Source: an optimization exercise on an open RTL-to-GDS flow (aim: small area). Production flows keep margins and buffers that such runs may drop. The RTL was checked by simulation tests, not by an equivalence proof against the original design. Power and IR drop assume default switching activity.

==> inputs of run C <==
## TLD
module TLD(clk, rst, Anode, Cathode, signal);
	input clk, rst, signal;
	output [7:0] Anode, Cathode;
	reg [7:0] Anode, Cathode;
	reg [3:0] ph;
	reg [3:0] run;
	reg [31:0] q;
	reg [3:0] pre;
	wire pls = pre[3] & pre[0];
	wire p1 = ~pre[3] & ~pre[2] & ~pre[1] & pre[0];
	always @(posedge clk, posedge rst)
		if (rst) pre <= 4'd0;
		else if (pls) pre <= 4'd0;
		else pre <= pre + 4'd1;
	wire inc = (run == 4'd10) && p1;
	always @(posedge clk, posedge rst)
		if (rst) ph <= 4'd0;
		else if (pls) ph <= ph + 4'd1;
	always @(posedge clk, posedge rst)
		if (rst) run <= 4'd0;
		else if (pls) begin
			if (!signal) run <= 4'd0;
			else if (run != 4'd11) run <= run + 4'd1;
		end
	wire [32:0] t;
	assign t[0] = inc;
	genvar i;
	generate for (i = 0; i < 32; i = i + 1) begin : g_cnt
		assign t[i+1] = t[i] & q[i];
		always @(posedge clk, posedge rst)
			if (rst) q[i] <= 1'b0;
			else q[i] <= q[i] ^ t[i];
	end endgenerate
	wire [2:0] d = ph[3:1];
	always @(*) begin
		Anode = 8'hFF;
		Anode[d] = 1'b0;
	end
	wire [3:0] hex = q[{d, 2'b00} +: 4];
	always @(*)
		case (hex)
			4'h0: Cathode = 8'hC0;
			4'h1: Cathode = 8'hF9;
			4'h2: Cathode = 8'hA4;
			4'h3: Cathode = 8'hB0;
			4'h4: Cathode = 8'h99;
			4'h5: Cathode = 8'h92;
			4'h6: Cathode = 8'h82;
			4'h7: Cathode = 8'hF8;
			4'h8: Cathode = 8'h80;
			4'h9: Cathode = 8'h98;
			4'hA: Cathode = 8'h88;
			4'hB: Cathode = 8'h83;
			4'hC: Cathode = 8'hC6;
			4'hD: Cathode = 8'hA1;
			4'hE: Cathode = 8'h86;
			default: Cathode = 8'h8E;
		endcase
endmodule
==> module TLD, before the edit <==
module TLD(clk, rst, Anode, Cathode, signal);
	input clk, rst, signal;
	output [7:0] Anode, Cathode;
	reg [7:0] Anode, Cathode;
	reg [3:0] ph;
	reg [3:0] run;
	reg [31:0] q;
	reg [3:0] pre;
	wire pls = pre[3] & pre[0];
	wire p1 = ~pre[3] & ~pre[2] & ~pre[1] & pre[0];
	always @(posedge clk, posedge rst)
		if (rst) pre <= 4'd0;
		else if (pls) pre <= 4'd0;
		else pre <= pre + 4'd1;
	wire inc = (run == 4'd10) && p1;
	always @(posedge clk, posedge rst)
		if (rst) ph <= 4'd0;
		else if (pls) ph <= ph + 4'd1;
	always @(posedge clk, posedge rst)
		if (rst) run <= 4'd0;
		else if (pls) begin
			if (!signal) run <= 4'd0;
			else if (run != 4'd11) run <= run + 4'd1;
		end
	wire [32:0] t;
	assign t[0] = inc;
	genvar i;
	generate for (i = 0; i < 32; i = i + 1) begin : g_cnt
		assign t[i+1] = t[i] & q[i];
		always @(posedge clk, posedge rst)
			if (rst) q[i] <= 1'b0;
			else q[i] <= q[i] ^ t[i];
	end endgenerate
	wire [2:0] d = ph[3:1];
	always @(*) begin
		Anode = 8'hFF;
		Anode[d] = 1'b0;
	end
	wire [3:0] hex = q[{d, 2'b00} +: 4];
	always @(*)
		case (hex)
			4'h0: Cathode = 8'hC0;
			4'h1: Cathode = 8'hF9;
			4'h2: Cathode = 8'hA4;
			4'h3: Cathode = 8'hB0;
			4'h4: Cathode = 8'h99;
			4'h5: Cathode = 8'h92;
			4'h6: Cathode = 8'h82;
			4'h7: Cathode = 8'hF8;
			4'h8: Cathode = 8'h80;
			4'h9: Cathode = 8'h98;
			4'hA: Cathode = 8'h88;
			4'hB: Cathode = 8'h83;
			4'hC: Cathode = 8'hC6;
			4'hD: Cathode = 8'hA1;
			4'hE: Cathode = 8'h86;
			default: Cathode = 8'h8E;
		endcase
endmodule
clock: 10.0 ns
lec_check: 0
cap_margin: 20
core_margin: 2
core_utilization: 60
slew_margin: 20
standard.sh (not shown) runs the stock make flow with config.mk's settings and CLKGATE_MAP_FILE= SYNTH_SCRIPT=/design/flow/synth_recipe.tcl, a recipe that flattens the netlist after the stock synthesis.
==> flow/flow/run.sh <==
#!/bin/bash
# Layout flow: the standard synthesis, then the combinational logic is mapped
# again with an area-oriented ABC script (registers, their names and cell
# types are kept as the standard synthesis made them), then the standard ORFS
# layout with the smallest port buffers and a clock tree without dummy loads.
# Each tool writes its output to a log file of its own in this folder.
set -euo pipefail
W=$(pwd)
R=$W/orfs/results/$FLOW_PLATFORM/TLD/base
LIB=$FLOW_HOME/platforms/$FLOW_PLATFORM/lib/sky130_fd_sc_hd__tt_025C_1v80.lib
export BUFFER_PORTS_ARGS="-buffer_cell sky130_fd_sc_hd__buf_1"
export CTS_ARGS="-sink_clustering_enable -repair_clock_nets -dont_use_dummy_load"

bash standard.sh synth > synth.log 2>&1
cp $R/1_2_yosys.v $W/1_2_yosys.standard.v

DU=$(sed 's/^/-dont_use /' $W/flow/dont_use.txt | tr '\n' ' ')
cat > $W/reabc.ys <<EOY
read_liberty -ignore_miss_func -ignore_miss_dir $LIB
read_verilog $W/1_2_yosys.standard.v
hierarchy -top $FLOW_TOP
blackbox sky130_fd_sc_hd__df* sky130_fd_sc_hd__conb_1
flatten
opt -purge
abc -script $W/flow/reabc.abc -liberty $LIB $DU
opt_clean -purge
hilomap -singleton -hicell sky130_fd_sc_hd__conb_1 HI -locell sky130_fd_sc_hd__conb_1 LO
splitnets
opt_clean -purge
read_liberty -lib -overwrite $LIB
tee -o $W/reabc_stat.txt stat -liberty $LIB
write_verilog -noattr -nohex -nodec $R/1_2_yosys.v
EOY
yosys -s $W/reabc.ys > $W/reabc.log 2>&1
rm -f $R/1_synth.odb
bash standard.sh > standard.log 2>&1
==> flow/flow/dont_use.txt <==
sky130_fd_sc_hd__lpflow_bleeder_1
sky130_fd_sc_hd__lpflow_clkbufkapwr_1
sky130_fd_sc_hd__lpflow_clkbufkapwr_16
sky130_fd_sc_hd__lpflow_clkbufkapwr_2
sky130_fd_sc_hd__lpflow_clkbufkapwr_4
sky130_fd_sc_hd__lpflow_clkbufkapwr_8
sky130_fd_sc_hd__lpflow_clkinvkapwr_1
sky130_fd_sc_hd__lpflow_clkinvkapwr_16
sky130_fd_sc_hd__lpflow_clkinvkapwr_2
sky130_fd_sc_hd__lpflow_clkinvkapwr_4
sky130_fd_sc_hd__lpflow_clkinvkapwr_8
sky130_fd_sc_hd__lpflow_decapkapwr_12
sky130_fd_sc_hd__lpflow_decapkapwr_3
sky130_fd_sc_hd__lpflow_decapkapwr_4
sky130_fd_sc_hd__lpflow_decapkapwr_6
sky130_fd_sc_hd__lpflow_decapkapwr_8
sky130_fd_sc_hd__lpflow_inputiso0n_1
sky130_fd_sc_hd__lpflow_inputiso0p_1
sky130_fd_sc_hd__lpflow_inputiso1n_1
sky130_fd_sc_hd__lpflow_inputiso1p_1
sky130_fd_sc_hd__lpflow_inputisolatch_1
sky130_fd_sc_hd__lpflow_isobufsrc_1
sky130_fd_sc_hd__lpflow_isobufsrc_16
sky130_fd_sc_hd__lpflow_isobufsrc_2
sky130_fd_sc_hd__lpflow_isobufsrc_4
sky130_fd_sc_hd__lpflow_isobufsrc_8
sky130_fd_sc_hd__lpflow_isobufsrckapwr_16
sky130_fd_sc_hd__lpflow_lsbuf_lh_hl_isowell_tap_1
sky130_fd_sc_hd__lpflow_lsbuf_lh_hl_isowell_tap_2
sky130_fd_sc_hd__lpflow_lsbuf_lh_hl_isowell_tap_4
sky130_fd_sc_hd__lpflow_lsbuf_lh_isowell_4
sky130_fd_sc_hd__lpflow_lsbuf_lh_isowell_tap_1
sky130_fd_sc_hd__lpflow_lsbuf_lh_isowell_tap_2
sky130_fd_sc_hd__lpflow_lsbuf_lh_isowell_tap_4
sky130_fd_sc_hd__probe_p_8
sky130_fd_sc_hd__probec_p_8
==> flow/flow/reabc.abc <==
strash
&get -n
&deepsyn -T 60 -S 7
&put
balance -l; resub -K 6 -l; rewrite -l; resub -K 6 -N 2 -l; refactor -l; resub -K 8 -l; balance -l; resub -K 8 -N 2 -l; rewrite -l; resub -K 10 -l; rewrite -z -l; resub -K 10 -N 2 -l; balance -l; resub -K 12 -l; refactor -z -l; resub -K 12 -N 2 -l; rewrite -z -l; balance -l
dch -f
map -a
topo
==> run K (differences from run C) <==
--- a/flow/design.v
+++ b/flow/design.v
@@ -4,2 +4,3 @@
 	reg [7:0] Anode, Cathode;
+	reg [3:0] pre;
 	reg [3:0] ph;
@@ -7,5 +8,4 @@
 	reg [31:0] q;
-	reg [3:0] pre;
-	wire pls = pre[3] & pre[0];
-	wire p1 = ~pre[3] & ~pre[2] & ~pre[1] & pre[0];
+	wire pls = (pre == 4'd9);
+	wire inc = (run == 4'd10) && (pre == 4'd1);
 	always @(posedge clk, posedge rst)
@@ -14,3 +14,2 @@
 		else pre <= pre + 4'd1;
-	wire inc = (run == 4'd10) && p1;
 	always @(posedge clk, posedge rst)
@@ -34,2 +33,3 @@
 	wire [2:0] d = ph[3:1];
+	wire [3:0] hex = q[{d, 2'b00} +: 4];
 	always @(*) begin
@@ -38,3 +38,2 @@
 	end
-	wire [3:0] hex = q[{d, 2'b00} +: 4];
 	always @(*)
==> flow/flow/run.sh (replaced) <==
#!/bin/bash
# Standard ORFS layout with these changes: the port buffers are the smallest
# buffer (buf_1), and clock tree synthesis clusters all the flip-flops under
# few buffers and adds no dummy loads.
set -euo pipefail
export BUFFER_PORTS_ARGS="-buffer_cell sky130_fd_sc_hd__buf_1"
export CTS_ARGS="-sink_clustering_enable -sink_clustering_size 50 -sink_clustering_max_diameter 400 -repair_clock_nets -dont_use_dummy_load -root_buf sky130_fd_sc_hd__clkbuf_8 -buf_list sky130_fd_sc_hd__clkbuf_8"
bash standard.sh > standard.log 2>&1
removed: flow/flow/dont_use.txt
removed: flow/flow/reabc.abc
==> run P (differences from run C) <==
--- a/flow/design.v
+++ b/flow/design.v
@@ -4,2 +4,3 @@
 	reg [7:0] Anode, Cathode;
+	reg [3:0] pre;
 	reg [3:0] ph;
@@ -7,5 +8,4 @@
 	reg [31:0] q;
-	reg [3:0] pre;
-	wire pls = pre[3] & pre[0];
-	wire p1 = ~pre[3] & ~pre[2] & ~pre[1] & pre[0];
+	wire pls = (pre == 4'd9);
+	wire inc = (run == 4'd10) && (pre == 4'd1);
 	always @(posedge clk, posedge rst)
@@ -14,3 +14,2 @@
 		else pre <= pre + 4'd1;
-	wire inc = (run == 4'd10) && p1;
 	always @(posedge clk, posedge rst)
@@ -34,2 +33,3 @@
 	wire [2:0] d = ph[3:1];
+	wire [3:0] hex = q[{d, 2'b00} +: 4];
 	always @(*) begin
@@ -38,3 +38,2 @@
 	end
-	wire [3:0] hex = q[{d, 2'b00} +: 4];
 	always @(*)
==> flow/flow/run.sh (replaced) <==
#!/bin/bash
# Standard ORFS layout with two changes: the port buffers are the smallest
# buffer (buf_1), and clock tree synthesis adds no dummy loads.
set -euo pipefail
export BUFFER_PORTS_ARGS="-buffer_cell sky130_fd_sc_hd__buf_1"
export CTS_ARGS="-sink_clustering_enable -repair_clock_nets -dont_use_dummy_load"
bash standard.sh > standard.log 2>&1
removed: flow/flow/dont_use.txt
removed: flow/flow/reabc.abc
==> reports/metrics.csv <==
metric;value;unit
signal buffers share of area;2.77;%
Post-Syn Nets;238;
core area;3940;um^2
PnR worst setup slack;3.29;ns
mapped cell area;2420;um^2
met3 routed WL;116;um
CP bufs+invs;1;
run status;timing/DRC/antenna clean;
initial core utilization;61.5;%
fraction of area in registers;42.8;%
most frequent CP cell;ha_1;
M1 GR Usage;25.8;%
-- figures above: run P

==> reports/metrics.csv <==
metric;value;unit
Post-Syn Nets;238;
initial core utilization;61.5;%
met3 routed WL;116;um
PnR worst setup slack;3.29;ns
CP bufs+invs;1;
fraction of area in registers;42.8;%
M1 GR Usage;25.8;%
run status;timing/DRC/antenna clean;
mapped cell area;2420;um^2
-- figures above: run K

==> reports/metrics.csv <==
metric;value;unit
CP bufs+invs;8;
most frequent CP cell;nand2_1;
met3 routed WL;185;um
core area;3340;um^2
GRT Overall Usage;22.6;%
Power Density;116;nW/um^2
Post-Syn Nets;257;
fraction of area in registers;48.6;%
mapped cell area;2100;um^2
PnR worst setup slack;4.23;ns
initial core utilization;62.9;%
run status;timing/DRC/antenna clean;
-- figures above: run C

## port drivers added, routing unchanged
How much do the figures lean on ideal ports? The routed layouts below were timed once more, with nothing changed but the port constraints. Step 1, drivers: a clkbuf_16 drives clk and a buf_2 each remaining input, both assumed. Step 2 also shifts input and output timing later by t, the mid clock arrival at the registers, as if the neighbouring blocks saw the same clock. Slacks: ideal / step 1 / step 2; pairs: ideal / step 1.
run | t, ns | setup WS [ns] | latest minus earliest clock arrival (ns) | worst slew at a driven data input, ns
run C | 0.359 | 4.234 / 4.234 / 4.234 | 0.022 / 0.021 | 0.03
run K | 0.306 | 3.287 / 3.287 / 3.287 | 0.018 / 0.018 | 0.03
run P | 0.306 | 3.287 / 3.287 / 3.287 | 0.018 / 0.018 | 0.03
After both steps setup and hold are still met in every run listed.
